This design comes from an exercise in tuning for small area and a short achievable clock period on the open sky130 flow, not from production work.
RTL that was checked went through simulation tests only; none was proved equivalent to the original.
No activity file was given, so power comes from the tool's default toggle rates.

==> inputs of job 945 <==
## hdc1080_readings_to_ascii
module hdc1080_readings_to_ascii(
    i_clk, i_srst,
    i_display_temp, i_display_humid,
    i_hygro_op_mode, i_hygro_display_mode,
    o_txt_ascii_line1, o_txt_ascii_line2);
export LEC_CHECK = 0
export ABC_AREA = 1
export CAP_MARGIN = 20
export CORE_MARGIN = 2
export CORE_UTILIZATION = 65
export SLEW_MARGIN = 20
export SYNTH_HIERARCHICAL = 1
create_clock -name core_clock -period 17.0 [get_ports {i_clk}]
standard.sh (not shown) runs the stock make flow with config.mk's settings and CLKGATE_MAP_FILE= SYNTH_SCRIPT=/design/flow/synth_recipe.tcl, a recipe that flattens the netlist after the stock synthesis.
==> flow/flow/run.sh <==
#!/bin/bash
# Standard layout (standard.sh, with config.mk's settings) with these changes:
#  - synthesis is the standard flow's script with ABC mapping by flow/abc.script (dc2
#    restructuring, then area-oriented mapping twice), and adders are left to
#    ABC (no full/half adder cell extraction),
#  - ports are buffered with sky130_fd_sc_hd__buf_1,
#  - constant outputs share one tie cell per value,
#  - the clock tree uses sky130_fd_sc_hd__clkbuf_8,
#  - repair_timing aims for 12.5 ns of setup slack.
set -euo pipefail
W=$PWD
export FLOW_ABC_SCRIPT=$W/flow/abc.script
bash standard.sh SYNTH_SCRIPT=$W/flow/synth.tcl ADDER_MAP_FILE= \
  'BUFFER_PORTS_ARGS=-buffer_cell sky130_fd_sc_hd__buf_1' \
  SETUP_SLACK_MARGIN=12.5 SKIP_REPAIR_TIE_FANOUT=1 \
  CTS_BUF_LIST=sky130_fd_sc_hd__clkbuf_8 finish > standard_flow.log 2>&1
==> flow/flow/abc.script <==
strash
dc2
dch
map -B 0.9
strash
dch
map -B 0.9
topo
stime -c
buffer -c
upsize -c
dnsize -c
==> flow/flow/synth.tcl <==
# The standard flow's synthesis script (synth_recipe.tcl), with ABC run on this flow's own
# mapping script (flow/abc.script) in place of ORFS's.
proc synth {args} { yosys synth -nofsm -noshare {*}$args }
proc abc {args} {
  set i [lsearch -exact $args -script]
  if {$i >= 0} { lset args [expr {$i + 1}] $::env(FLOW_ABC_SCRIPT) }
  yosys abc {*}$args
}
source $::env(SCRIPTS_DIR)/synth.tcl
# left out here: clear keep_hierarchy, flatten, clean up, hide names made inside functions, write 1_2_yosys.v
==> job 3359 (differences from job 945) <==
==> flow/flow/run.sh (replaced) <==
#!/bin/bash
# Standard layout (standard.sh, with config.mk's settings) with these changes:
#  - synthesis leaves adders to ABC (no full/half adder cell extraction),
#  - ports are buffered with sky130_fd_sc_hd__buf_1,
#  - constant outputs share one tie cell per value,
#  - repair_timing aims for 12.5 ns of setup slack.
set -euo pipefail
bash standard.sh ADDER_MAP_FILE= 'BUFFER_PORTS_ARGS=-buffer_cell sky130_fd_sc_hd__buf_1' SETUP_SLACK_MARGIN=12.5 SKIP_REPAIR_TIE_FANOUT=1 finish > standard_flow.log 2>&1
--- a/flow/config.mk
+++ b/flow/config.mk
@@ -9,5 +9,5 @@
 export CAP_MARGIN = 20
 export CORE_MARGIN = 2
-export CORE_UTILIZATION = 65
+export CORE_UTILIZATION = 40
 export SLEW_MARGIN = 20
 export SYNTH_HIERARCHICAL = 1
removed: flow/flow/abc.script
removed: flow/flow/synth.tcl
==> notes <==
- Between job 3359 and job 945, the lower setup slack is in job 945 (gap 71 ps).
- Against job 3359, the synthesized cell count of job 945 is smaller by about 0.7%.
- Of job 3359 and job 945, job 3359 has the higher clock power (gap about 40%, measured against job 945).
- Final cell count: job 945 is smaller than job 3359 (6.6%).
- Clock skew: job 3359 is higher than job 945 (0.87 ps).
- Of job 3359 and job 945, job 945 has the higher first-iteration DRC count (gap about 20%, measured against job 945).
- Clock-buffer cell count is the same in job 3359 and job 945.
- Via count: job 945 is smaller than job 3359 (about 1%).

---

==> run X <==
hdc1080_readings_to_ascii, a different RTL version from the one above (not shown whole).
==> flow/design.v (excerpt) <==
module hdc1080_readings_to_ascii(
    i_clk, i_srst,
    i_display_temp, i_display_humid,
    i_hygro_op_mode, i_hygro_display_mode,
    o_txt_ascii_line1, o_txt_ascii_line2);
export LEC_CHECK = 0
export ABC_AREA = 1
export CAP_MARGIN = 20
export CORE_MARGIN = 2
export CORE_UTILIZATION = 40
export SLEW_MARGIN = 20
export SYNTH_HIERARCHICAL = 1
create_clock -name core_clock -period 17.0 [get_ports {i_clk}]
==> flow/flow/run.sh <==
#!/bin/bash
# Standard layout (standard.sh, with config.mk's settings) with these changes:
#  - synthesis leaves adders to ABC (no full/half adder cell extraction),
#  - ports are buffered with sky130_fd_sc_hd__buf_1,
#  - repair_timing aims for 12.5 ns of setup slack.
set -euo pipefail
bash standard.sh ADDER_MAP_FILE= 'BUFFER_PORTS_ARGS=-buffer_cell sky130_fd_sc_hd__buf_1' SETUP_SLACK_MARGIN=12.5 finish > standard_flow.log 2>&1
==> run B (differences from run X) <==
--- a/flow/design.v
+++ b/flow/design.v
@@ -12,12 +12,43 @@
 output wire [(16*8-1):0] o_txt_ascii_line1;
 output wire [(16*8-1):0] o_txt_ascii_line2;
 function automatic [7:0] ascii_of_hdigit(input [3:0] v);
     ascii_of_hdigit = (v < 4'd10) ? {4'h3, v} : (8'h37 + {4'h0, v});
 endfunction
+function automatic [7:0] ascii_of_digit(input [3:0] v);
+    ascii_of_digit = {4'h3, v};
+endfunction
 function automatic [3:0] dig(input [3:0] a, input [2:0] b);
     dig = a - {b, 1'b0} - {b[0], 3'b000};
+endfunction
+function automatic [18:0] x5(input [15:0] x);
+    reg [18:0] a, b;
+    reg c;
+    integer i;
+    begin
+        a = {3'b000, x};
+        b = {1'b0, x, 2'b00};
+        c = 1'b0;
+        for (i = 0; i < 19; i = i + 1) begin
+            x5[i] = a[i] ^ b[i] ^ c;
+            c = (a[i] & b[i]) | (a[i] & c) | (b[i] & c);
+        end
+    end
+endfunction
+function automatic [19:0] x9(input [15:0] x);
+    reg [19:0] a, b;
+    reg c;
+    integer i;
+    begin
+        a = {4'b0000, x};
+        b = {1'b0, x, 3'b000};
+        c = 1'b0;
+        for (i = 0; i < 20; i = i + 1) begin
+            x9[i] = a[i] ^ b[i] ^ c;
+            c = (a[i] & b[i]) | (a[i] & c) | (b[i] & c);
+        end
+    end
 endfunction
 function automatic [3:0] neg_code(input [4:0] x);
     neg_code = (x == 5'd0 || x == 5'd10) ? 4'd0 : x[3:0] + 4'd6;
 endfunction
 reg [15:0] r_t;
@@ -25,13 +56,13 @@
 always @(posedge i_clk) begin
     r_t <= i_display_temp;
     r_h <= i_display_humid;
 end
 wire [11:0] c_y    = r_t[11:0];
-wire [14:0] c_q2   = {c_y, 2'b00} + c_y;                       
-wire [13:0] c_q1   = {c_q2[10:0], 2'b00} + c_q2[10:0];         
-wire [12:0] c_q0   = {c_q1[9:0], 2'b00} + c_q1[9:0];           
+wire [14:0] c_q2   = x5({4'h0, c_y});                    
+wire [13:0] c_q1   = x5({5'h00, c_q2[10:0]});            
+wire [12:0] c_q0   = x5({6'h00, c_q1[9:0]});             
 wire [3:0]  c_w2   = c_q2[14:11];
 wire [3:0]  c_w1   = c_q1[13:10];
 wire [3:0]  c_w0   = c_q0[12:9];
 wire        c_pos  = r_t[15] | r_t[14];
 wire [3:0]  c_th   = r_t[15:12] - 4'd4;
@@ -47,13 +78,13 @@
 wire [3:0]  c_d3 = c_pos ? (c_ge10 ? c_th - 4'd10 : c_th)
                          : (4'd4 + {2'b00, r_t[13:12]} + {3'b000, c_k2});
 wire [3:0]  c_d2 = c_pos ? c_w2 : c_n2;
 wire [3:0]  c_d1 = c_pos ? c_w1 : c_n1;
 wire [3:0]  c_d0 = c_pos ? c_w0 : c_n0;
-wire [14:0] f_p1 = {r_t[10:0], 3'b000} + r_t[10:0];            
-wire [13:0] f_q1 = {f_p1[10:0], 2'b00} + f_p1[10:0];         
-wire [12:0] f_q0 = {f_q1[9:0], 2'b00} + f_q1[9:0];           
+wire [14:0] f_p1 = x9({5'h00, r_t[10:0]});                
+wire [13:0] f_q1 = x5({5'h00, f_p1[10:0]});               
+wire [12:0] f_q0 = x5({6'h00, f_q1[9:0]});                
 wire [3:0]  f_k  = f_p1[14:11];
 wire [11:0] f_u;
 hdc_bcd9x u_bcd9x (.i_x(r_t[15:11]), .o_bcd(f_u));               
 wire [4:0]  f_s2 = f_u[3:0] + f_k;
 wire        f_c2 = (f_s2 >= 5'd10);
@@ -74,32 +105,32 @@
 wire [3:0]  f_d4 = f_neg ? 4'd0 : f_p4;
 wire [3:0]  f_d3 = f_neg ? f_n3 : f_p3d;
 wire [3:0]  f_d2 = f_neg ? neg_code(f_v2 + f_b1) : f_v2;
 wire [3:0]  f_d1 = f_neg ? neg_code(f_v1 + f_b0) : f_v1;
 wire [3:0]  f_d0 = f_neg ? neg_code({1'b0, f_v0}) : f_v0;
-wire [18:0] h_q3 = {r_h, 2'b00} + r_h;                       
-wire [17:0] h_q2 = {h_q3[14:0], 2'b00} + h_q3[14:0];         
-wire [16:0] h_q1 = {h_q2[13:0], 2'b00} + h_q2[13:0];         
-wire [15:0] h_q0 = {h_q1[12:0], 2'b00} + h_q1[12:0];         
+wire [18:0] h_q3 = x5(r_h);                               
+wire [17:0] h_q2 = x5({1'b0, h_q3[14:0]});                
+wire [16:0] h_q1 = x5({2'b00, h_q2[13:0]});               
+wire [15:0] h_q0 = x5({3'b000, h_q1[12:0]});              
 wire [3:0]  h_d3 = h_q3[18:15];
 wire [3:0]  h_d2 = h_q2[17:14];
 wire [3:0]  h_d1 = h_q1[16:13];
 wire [3:0]  h_d0 = h_q0[15:12];
-wire [7:0] s_c7  = (c_d4 == 4'h0) ? 8'h20 : ascii_of_hdigit(c_d4);
-wire [7:0] s_c8  = ((c_d4 == 4'h0) && (c_d3 == 4'h0)) ? 8'h20 : ascii_of_hdigit(c_d3);
-wire [7:0] s_c9  = ascii_of_hdigit(c_d2);
-wire [7:0] s_c11 = ascii_of_hdigit(c_d1);
-wire [7:0] s_c12 = ascii_of_hdigit(c_d0);
-wire [7:0] s_f7  = (f_d4 == 4'h0) ? 8'h20 : ascii_of_hdigit(f_d4);
+wire [7:0] s_c7  = (c_d4 == 4'h0) ? 8'h20 : ascii_of_digit(c_d4);
+wire [7:0] s_c8  = ((c_d4 == 4'h0) && (c_d3 == 4'h0)) ? 8'h20 : ascii_of_digit(c_d3);
+wire [7:0] s_c9  = ascii_of_digit(c_d2);
+wire [7:0] s_c11 = ascii_of_digit(c_d1);
+wire [7:0] s_c12 = ascii_of_digit(c_d0);
+wire [7:0] s_f7  = (f_d4 == 4'h0) ? 8'h20 : ascii_of_digit(f_d4);
 wire [7:0] s_f8  = ((f_d4 == 4'h0) && (f_d3 == 4'h0)) ? 8'h20 : ascii_of_hdigit(f_d3);
 wire [7:0] s_f9  = ascii_of_hdigit(f_d2);
 wire [7:0] s_f11 = ascii_of_hdigit(f_d1);
 wire [7:0] s_f12 = ascii_of_hdigit(f_d0);
-wire [7:0] s_h8  = (h_d3 == 4'h0) ? 8'h20 : ascii_of_hdigit(h_d3);
-wire [7:0] s_h9  = ascii_of_hdigit(h_d2);
-wire [7:0] s_h11 = ascii_of_hdigit(h_d1);
-wire [7:0] s_h12 = ascii_of_hdigit(h_d0);
+wire [7:0] s_h8  = (h_d3 == 4'h0) ? 8'h20 : ascii_of_digit(h_d3);
+wire [7:0] s_h9  = ascii_of_digit(h_d2);
+wire [7:0] s_h11 = ascii_of_digit(h_d1);
+wire [7:0] s_h12 = ascii_of_digit(h_d0);
 reg  [60:0] r_o;
 wire [60:0] s_o;
 hdc_sel u_sel (
     .i_op(i_hygro_op_mode[0]), .i_dm(i_hygro_display_mode),
     .i_c7(s_c7), .i_c8(s_c8), .i_c9(s_c9), .i_c11(s_c11), .i_c12(s_c12),
==> flow/flow/run.sh (replaced) <==
#!/bin/bash
# Standard layout (standard.sh, with config.mk's settings) with these changes:
#  - synthesis is the standard flow's script with ABC mapping by flow/abc.script (dc2
#    restructuring, then area-oriented mapping twice), and adders are left to
#    ABC (no full/half adder cell extraction),
#  - ports are buffered with sky130_fd_sc_hd__buf_1,
#  - constant outputs share one tie cell per value,
#  - repair_timing aims for 12.5 ns of setup slack.
set -euo pipefail
W=$PWD
export FLOW_ABC_SCRIPT=$W/flow/abc.script
bash standard.sh SYNTH_SCRIPT=$W/flow/synth.tcl ADDER_MAP_FILE= \
  'BUFFER_PORTS_ARGS=-buffer_cell sky130_fd_sc_hd__buf_1' \
  SETUP_SLACK_MARGIN=12.5 SKIP_REPAIR_TIE_FANOUT=1 finish > standard_flow.log 2>&1
==> flow/flow/abc.script (new file) <==
strash
dc2
dch
map -B 0.9
strash
dch
map -B 0.9
topo
stime -c
buffer -c
upsize -c
dnsize -c
==> flow/flow/synth.tcl (new file) <==
# The standard flow's synthesis script (synth_recipe.tcl), with ABC run on this flow's own
# mapping script (flow/abc.script) in place of ORFS's.
proc synth {args} { yosys synth -nofsm -noshare {*}$args }
proc abc {args} {
  set i [lsearch -exact $args -script]
  if {$i >= 0} { lset args [expr {$i + 1}] $::env(FLOW_ABC_SCRIPT) }
  yosys abc {*}$args
}
source $::env(SCRIPTS_DIR)/synth.tcl
# left out here: clear keep_hierarchy, flatten, clean up, hide names made inside functions, write 1_2_yosys.v
- CORE_UTILIZATION: 40 -> 65
==> impl_metrics.csv <==
group,metric,value,unit
status,outcome,"no timing/DRC/antenna violations",
sta,fmax,0.227,GHz
detailed_routing,drt_iter0_drc,438,
pwr,leakagePower,6.24,nW
final_layout,syn2layout_area_growth,2.57,%
pwr,powerClk,0.214,mW
die,coreArea,25800,µm²
[end of results for run X]
==> impl_metrics.csv <==
group,metric,value,unit
final_layout,n_clock_buffer,9,
status,outcome,"no timing/DRC/antenna violations",
sta,fmax,0.224,GHz
global_route,grt_use_met1,38.2,%
critical_path,worstReg2RegStart,"r_t[12]",
detailed_routing,drt_iter0_drc,496,
pwr,leakagePower,5.06,nW
final_layout,syn2layout_area_growth,-3.62,%
die,coreArea,13900,µm²
pwr,powerClk,0.215,mW
[end of results for run B]
The RTL of run X was laid out without a check of its function.

==> what the ideal ports hide <==
The results above use ideal ports. As a check the final layouts listed here were re-extracted and re-timed, cells and wires unchanged. Step 1 assumes that a clkbuf_16 drives the clock port and a buf_2 every other input. Step 2, shift: input delay + t, output delay - t, t = (earliest + latest rising clock arrival at the registers) / 2. This alone moves slack from input paths to output paths. Slacks: ideal / step 1 / step 2; pairs: ideal / step 1.
| run | t, ns | slack for setup (ns) | worst setup path at the end | worst register clock-pin slew, ns | worst data-port slew with drivers (ns) |
|---|---|---|---|---|---|
| job 945 | 0.430 | 12.520 / 12.482 / 12.322 | input to register | 0.11 / 0.11 | 0.10 |
| job 3359 | 0.397 | 12.591 / 12.547 / 12.238 | input to register | 0.08 / 0.08 | 0.09 |
| run X | 0.409 | 12.596 / 12.549 / 12.388 | input to register | 0.08 / 0.08 | 0.05 |
| run B | 0.401 | 12.531 / 12.489 / 12.319 | input to register | 0.08 / 0.08 | 0.08 |
After both steps setup and hold are still met in every run listed. The setup slack of job 3359, which loses most, moves by -0.044 ns with the drivers and by -0.353 ns with both steps.
